Context: an optimization exercise on an open-source flow, tuned for small area, a short achievable clock period and few clock cycles per item. The choices shown serve that exercise and are no tape-out recipe.
In this exercise RTL edits were held to simulation tests only and were not proved equivalent to the original.
Power is estimated from default activity; no workload was simulated.

## flow/design.v (module list and top-level ports; edited modules follow where they fit)
// module mul_s1: 688 lines
// module mul_s2: 123 lines
// module rf_read: 14 lines
// module P_MIPS: 176 lines
module P_MIPS (
    input         clk,
    input         reset,
    output [31:0] imem_addr,
    input  [31:0] imem_data,
    output [31:0] dmem_addr,
    output [31:0] dmem_wdata,
    output        dmem_we,
    input  [31:0] dmem_rdata
);
  // ...
==> flow/flow/run.sh <==
#!/bin/bash
set -euo pipefail
MARGIN=$(cat flow/margin.txt)
bash standard.sh SETUP_SLACK_MARGIN=$MARGIN finish > flow_make.log 2>&1
==> flow/flow/margin.txt <==
8.3
==> flow/standard.sh <==
#!/bin/bash
# synth_recipe.tcl (not shown) runs the flow's synth.tcl, then flattens the netlist and writes it again
# the make line also repeats each setting of config.mk as NAME=value (left out here)
make -C /OpenROAD-flow-scripts/flow DESIGN_CONFIG=/design/flow/config.mk WORK_HOME=/design/flow/orfs CLKGATE_MAP_FILE= SYNTH_SCRIPT=/design/flow/synth_recipe.tcl "${@:-finish}"
==> flow/config.mk <==
export PLATFORM = sky130hd
export DESIGN_NAME = P_MIPS
export DESIGN_NICKNAME = P_MIPS
export VERILOG_FILES = /design/flow/design.v
export SDC_FILE = /design/flow/constraint.sdc
export NUM_CORES = 4
export LEC_CHECK = 0
export ABC_CLOCK_PERIOD_IN_PS = 3500
export CAP_MARGIN = 20
export CORE_MARGIN = 2
export CORE_UTILIZATION = 45
export CTS_CLUSTER_DIAMETER = 70
export CTS_CLUSTER_SIZE = 30
export SLEW_MARGIN = 20
==> flow/constraint.sdc <==
create_clock -name core_clock -period 12.0 [get_ports {clk}]
set_input_delay 2.4000 -clock core_clock [delete_from_list [all_inputs] [get_ports {clk}]]
set_output_delay 2.4000 -clock core_clock [all_outputs]
set_load 0.01 [all_outputs]
==> results.tsv, run 1 <==
stage	metric	value	unit
die	rows	148	
setup_path	startpoint_type	register	
global_route	grt_max_degree	71	
place	port_buffers	162	
power	power_frac_clock	18.2	%
logic_synthesis	synth_compound_area_share	19.55	%
place	place_hpwl	196.4	mm
timing	min_period	3.995	ns
die	die_h	409.8	um
setup_path	reg2reg_slack	8.00	ns
cells_and_area	largest_register_ffs	992	
run_status	status	timing/DRC/antenna clean	
route	wirelength_met1	119.9	mm
cells_and_area	final_cell_mix	a22oi_1 (1,128), edfxtp_1 (1,026), nand2_1 (584), buf_4 (337), dfxtp_1 (286)	
cells_and_area	flops_and_latches	1425	
route	via_per_inst	7.211	
setup_path	arrival	4.67	ns
setup_path	cp_slowest_stage_delay	0.74	ns
logic_synthesis	netlist_area	74110	um2
setup_path	crit_end	e_rtv[27]	
cells_and_area	buffers	578	
cells_and_area	layout_commonest_cell	a22oi_1	
power	power_frac_seq	29.0	%
die	ios	163	
cells_and_area	multi_input_area_share	40.40	%
power	powerDensity	252.6	nW/um2
cts	clock_sinks	1425	
route	wl_met3	59.04	mm
logic_synthesis	ys_ff_latch	1425	
setup_path	ff2ff_path_depth	11	
power	switchingPower	9.379	mW
cells_and_area	inv_count	194	
Testbench counts, summed over its fixed seeds: cycles 124,887, instrs 112,529.
==> run 2: changes to the inputs <==
==> flow/flow/margin.txt (replaced) <==
8.1
==> results.tsv, run 2 <==
stage	metric	value	unit	change
run_status	status	timing/DRC/antenna clean		unchanged
power	ir_worst_vdd	0.0005544	V	was 0.0005767 V
power	internal-power	11.98	mW	was 12.54 mW
cells_and_area	final_util	52.13	%	was 53.19%
die	fp.dieW	409.8	um	unchanged
setup_path	r2r_end	e_rtv[19]		was e_rtv[27]
die	start_util	45.43	%	unchanged
min_path	min_to	m_store		was m_mul
cts	cts_tree	done		unchanged
setup_path	cp_common_cell	buf_4		
setup_path	arrival	4.75	ns	was 4.67 ns
min_path	hold_class	register to register		unchanged
setup_path	r2r_start	d_ir[18]		was d_ir[20]
cts	clockRootBuffer	clkbuf_16		unchanged
place	port_buffers	162		unchanged
logic_synthesis	synth_largest_area_cell	edfxtp_1		unchanged
setup_path	ff2ff_path_depth	11		unchanged
route	drt-wirelength-per-cell	38.37	um	was 38.44 um
global_route	grtUsageTotal	39.38	%	was 39.87%
power	power_frac_seq	30.0	%	was 29.0%
die	rows	148		unchanged
cells_and_area	layout-drive-gt1-share	13.51	%	was 17.94%
timing	whs	0.3532	ns	was 0.3188 ns
cells_and_area	nNetsFinal	7058		was 7,155
logic_synthesis	ys_ff_latch	1425		unchanged
cells_and_area	final_cell_mix	a22oi_1 (1,130), edfxtp_1 (1,026), nand2_1 (587), dfxtp_1 (314), buf_4 (288)		was a22oi_1 (1,128), edfxtp_1 (1,026), nand2_1 (584), buf_4 (337), dfxtp_1 (286)
logic_synthesis	netlist_area	74110	um2	unchanged
power	total_power	21.07	mW	was 21.92 mW
logic_synthesis	synth_top_area_share	41.57	%	unchanged
global_route	grt_antenna_before_repair	30		was 25
logic_synthesis	mappedNetlistNets	6948		unchanged
timing	postLayoutSetupSlackWorst	7.938	ns	was 8.005 ns
timing	tightest_slew	1.314	ns	was 1.294 ns
place	dpl_worst_slack	6.419	ns	was 6.432 ns
cells_and_area	top_regs	rf x992, m_mr x125		unchanged
global_route	grt_max_degree	71		unchanged
global_route	grt_pass1_wl	466.7	mm	was 472.4 mm
route	via_per_inst	7.210		was 7.211
die	die_h	409.8	um	unchanged
timing	hold_viol	0		unchanged
route	postRouteAntennaNets	0		unchanged
cells_and_area	design_area	85050	um2	was 86,770 um2
timing	fin_skew	0.04954	ns	was 0.06849 ns
logic_synthesis	synthArstFlopShare	3.158	%	unchanged
power	power_frac_clock	19.3	%	was 18.2%
cells_and_area	nFillCells	14110		was 13,930
power	leakage	31.86	nW	was 32.60 nW
logic_synthesis	ys_top_cells_by_count	a22oi_1 (1,130), edfxtp_1 (1,026), nand2_1 (593)		unchanged
cells_and_area	seqCellArea	39150	um2	was 39,220 um2
setup_path	end_kind	register		unchanged
route	wirelength	342.1	mm	was 346.6 mm
power	switchingPower	9.098	mW	was 9.379 mW
cts	worstSkewPairLatency	0.80	ns	was 0.81 ns
die	ios	163		unchanged
route	first_pass_iters	11		was 9
logic_synthesis	synth_edf_count	1026		unchanged
cts	cts_hold_buffers	0		unchanged
min_path	hold_start	e_store		was e_mul
place	place_hpwl	194.2	mm	was 196.4 mm
power	powerDensity	247.8	nW/um2	was 252.6 nW/um2
route	vias	64290		was 65,020
logic_synthesis	ys_seq_area_share	52.65	%	unchanged
logic_synthesis	synthFlopType	edfxtp_1		unchanged
route	drc	0		unchanged
die	core	163100	um2	unchanged
route	drt_iter0_markers	14350		was 13,370
setup_path	cp_slowest_stage_delay	0.68	ns	was 0.74 ns
global_route	grt_remaining_overflow	0		unchanged
die	die_area	168000	um2	unchanged
flow_run	drv_cap	0		unchanged
setup_path	setup.worst_path.class	register to register		unchanged
setup_path	startpoint_type	register		unchanged
logic_synthesis	synth_cell_types	89		unchanged
cts	htree_levels	3		unchanged
cells_and_area	regMostFlops	rf		unchanged
timing	fmax	246.2	MHz	was 250.3 MHz
place	place_congestion	0.9615		was 0.9691
logic_synthesis	yosys_warnings	3		unchanged
logic_synthesis	synth.most_common_cell	a22oi_1		unchanged
cts	clock_sinks	1425		unchanged
setup_path	required	12.69	ns	was 12.68 ns
timing	fin_setup_tns	0	ns	unchanged
cells_and_area	layout_commonest_cell	a22oi_1		unchanged
cts	numCtsBuffers	104		unchanged
min_path	min_path_cells	0		unchanged
timing	rsz0062_at_grt	true		unchanged
cells_and_area	finalNonFillerCells	8916		was 9,017
power	switching_share	43.17	%	was 42.79%
place	dpl_cell_area	78860	um2	was 78,920 um2
cells_and_area	largest_register_ffs	992		unchanged
setup_path	reg2reg_slack	7.94	ns	was 8.00 ns
logic_synthesis	synth_area_leaders	edfxtp_1 (42%), a22oi_1 (11%), dfxtp_1 (9.6%)		unchanged
timing	fin_crit_sh	33.85	%	was 33.29%
place	placedCellCount	8569		was 8,574
setup_path	cp_max_fo	17		was 20
timing	setup_viol	0		unchanged
setup_path	cpMaxStageDelayCell	edfxtp_1		was nor2_4
timing	min_period	4.062	ns	was 3.995 ns
timing	final-max-slew-violation-count	0		unchanged
cts	clkTransAtPathRegs	0.10	ns	was 0.08 ns
power	comb_power_share	50.7	%	was 52.8%
timing	max_slew_margin	11.61	%	was 12.83%
cts	cts_buffer_depth	3		unchanged
global_route	grt_pass1_vias	60290		was 60,910
cells_and_area	multiInputGateArea	34280	um2	was 35,060 um2
logic_synthesis	synth_area_per_cell	11.34	um2	unchanged
cells_and_area	syn_to_final_growth	14.75	%	was 17.08%
setup_path	crit_chain	or3b_2, nor2_4, buf_4, buf_4, a22oi_1, nand2_1, nor3_1, a31oi_1, a22o_1, a211oi_1, a21oi_1		was nand3b_1, nor2_4, buf_4, a222oi_1, nand3_1, nor2_1, nand3_1, o21ai_0, nor2_1, a211oi_1, o21ai_1
logic_synthesis	syn_inst	6533		unchanged
[run 2: cell counts after synthesis]
No cell type changed its count.
[run 2: critical path, delay by kind of cell, from the launching register on]
| family | cells | cell delay [ns] |
|---|---|---|
| DFF | 1 | 0.68 |
| buffers and inverters | 2 | 1.08 |
| and+or+nand+nor | 4 | 0.98 |
| AOI/OAI and AO/OA | 5 | 1.22 |
[run 2: layer usage]
layer  routed length, um  GRT usage, %  vias up
met1              119200         50.97    31150
met4               27730         24.68       40
met2              135700         54.09     6470
met3               59190         16.45     1566
li1                    -             -    25060
met5                 350        0.4310        -
[run 2: what timing repair did]
action                                  CTS  global route
pin swaps                                52            77
resized for setup                       321           152
endpoints found under the setup margin  221           106
setup buffers                            80            60
gates cloned                              0             3
[run 2: kinds of logic after synthesis]
logic type / count (synthesis) / synth area share, %
muxes: 87 / 1.231
other: 1 / 0.005060
AOI/OAI and AO/OA: 2032 / 19.55
adders and majority gates: 349 / 7.847
and+or+nand+nor: 1467 / 9.256
buffers and inverters: 675 / 3.589
DFF: 1425 / 52.65
xor gates and xnor gates: 497 / 5.873
[run 2: worst max-delay path by stage]
stage / startpoint / endpoint / slack (ns) / depth (start not counted)
2_1_floorplan: imem_data[10] / pc[24] / 7.90 / 8
3_3_place_gp: imem_data[10] / pc[22] / 6.50 / 9
3_5_place_dp: imem_data[10] / pc[22] / 6.42 / 9
4_1_cts: e_rtv[13] / m_mr[111] / 7.90 / 11
5_1_grt: e_rtv[0] / pc[24] / 7.91 / 13
6_report: d_ir[18] / e_rtv[19] / 7.94 / 11
[run 2: final cells by class]
cell class,count,area share (%)
clock buffer,106,3.094
clock inverter,92,1.604
antenna,6,0.01765
sequential,1425,46.03
tap,2175,3.200
timing repair buffer,484,4.886
multi-input combinational,4434,40.31
inverter,194,0.8592
[run 2: power groups by stage]
| stage | sequential [mW] | clock (mW) | combinational [mW] |
|---|---|---|---|
| final | 6.32 | 4.08 | 10.7 |
| after global routing | 6.36 | 4.24 | 11.4 |
| after CTS | 6.29 | 4.08 | 9.43 |
| after detailed placement | 6.46 | 0 | 8.31 |
| after global placement | 6.46 | 0 | 8.25 |
| after floorplan | 6.26 | 0 | 5.35 |

## re-timing with driven ports
The results above use ideal ports. As a check the final layouts listed here were re-extracted and re-timed, cells and wires unchanged. Step 1 (the two cells are an assumption about what drives the block):
set clk [get_ports {clk}]
set_driving_cell -lib_cell sky130_fd_sc_hd__clkbuf_16 $clk
set_driving_cell -lib_cell sky130_fd_sc_hd__buf_2 [delete_from_list [all_inputs] $clk]
Step 2 moves the port delays by t, midway between the first and last clock arrival at a register: inputs arrive t later, outputs are due t later. That takes back most of the time a late clock gives input paths. Slacks: ideal ports / drivers / drivers and shift; pairs: ideal ports / drivers.
run	shift t [ns]	slack for setup (ns)	worst setup path after step 2	clock arrival spread, ns	cell pins on the clock port's net
run 1	0.849	8.005 / 8.005 / 7.510	input to register	0.078 / 0.077	1
run 2	0.857	7.938 / 7.938 / 7.352	input to register	0.063 / 0.063	1
After both steps every run listed still meets setup and hold. The setup slack of run 2, which loses most, moves by 0.000 ns with the drivers and by -0.586 ns with both steps.
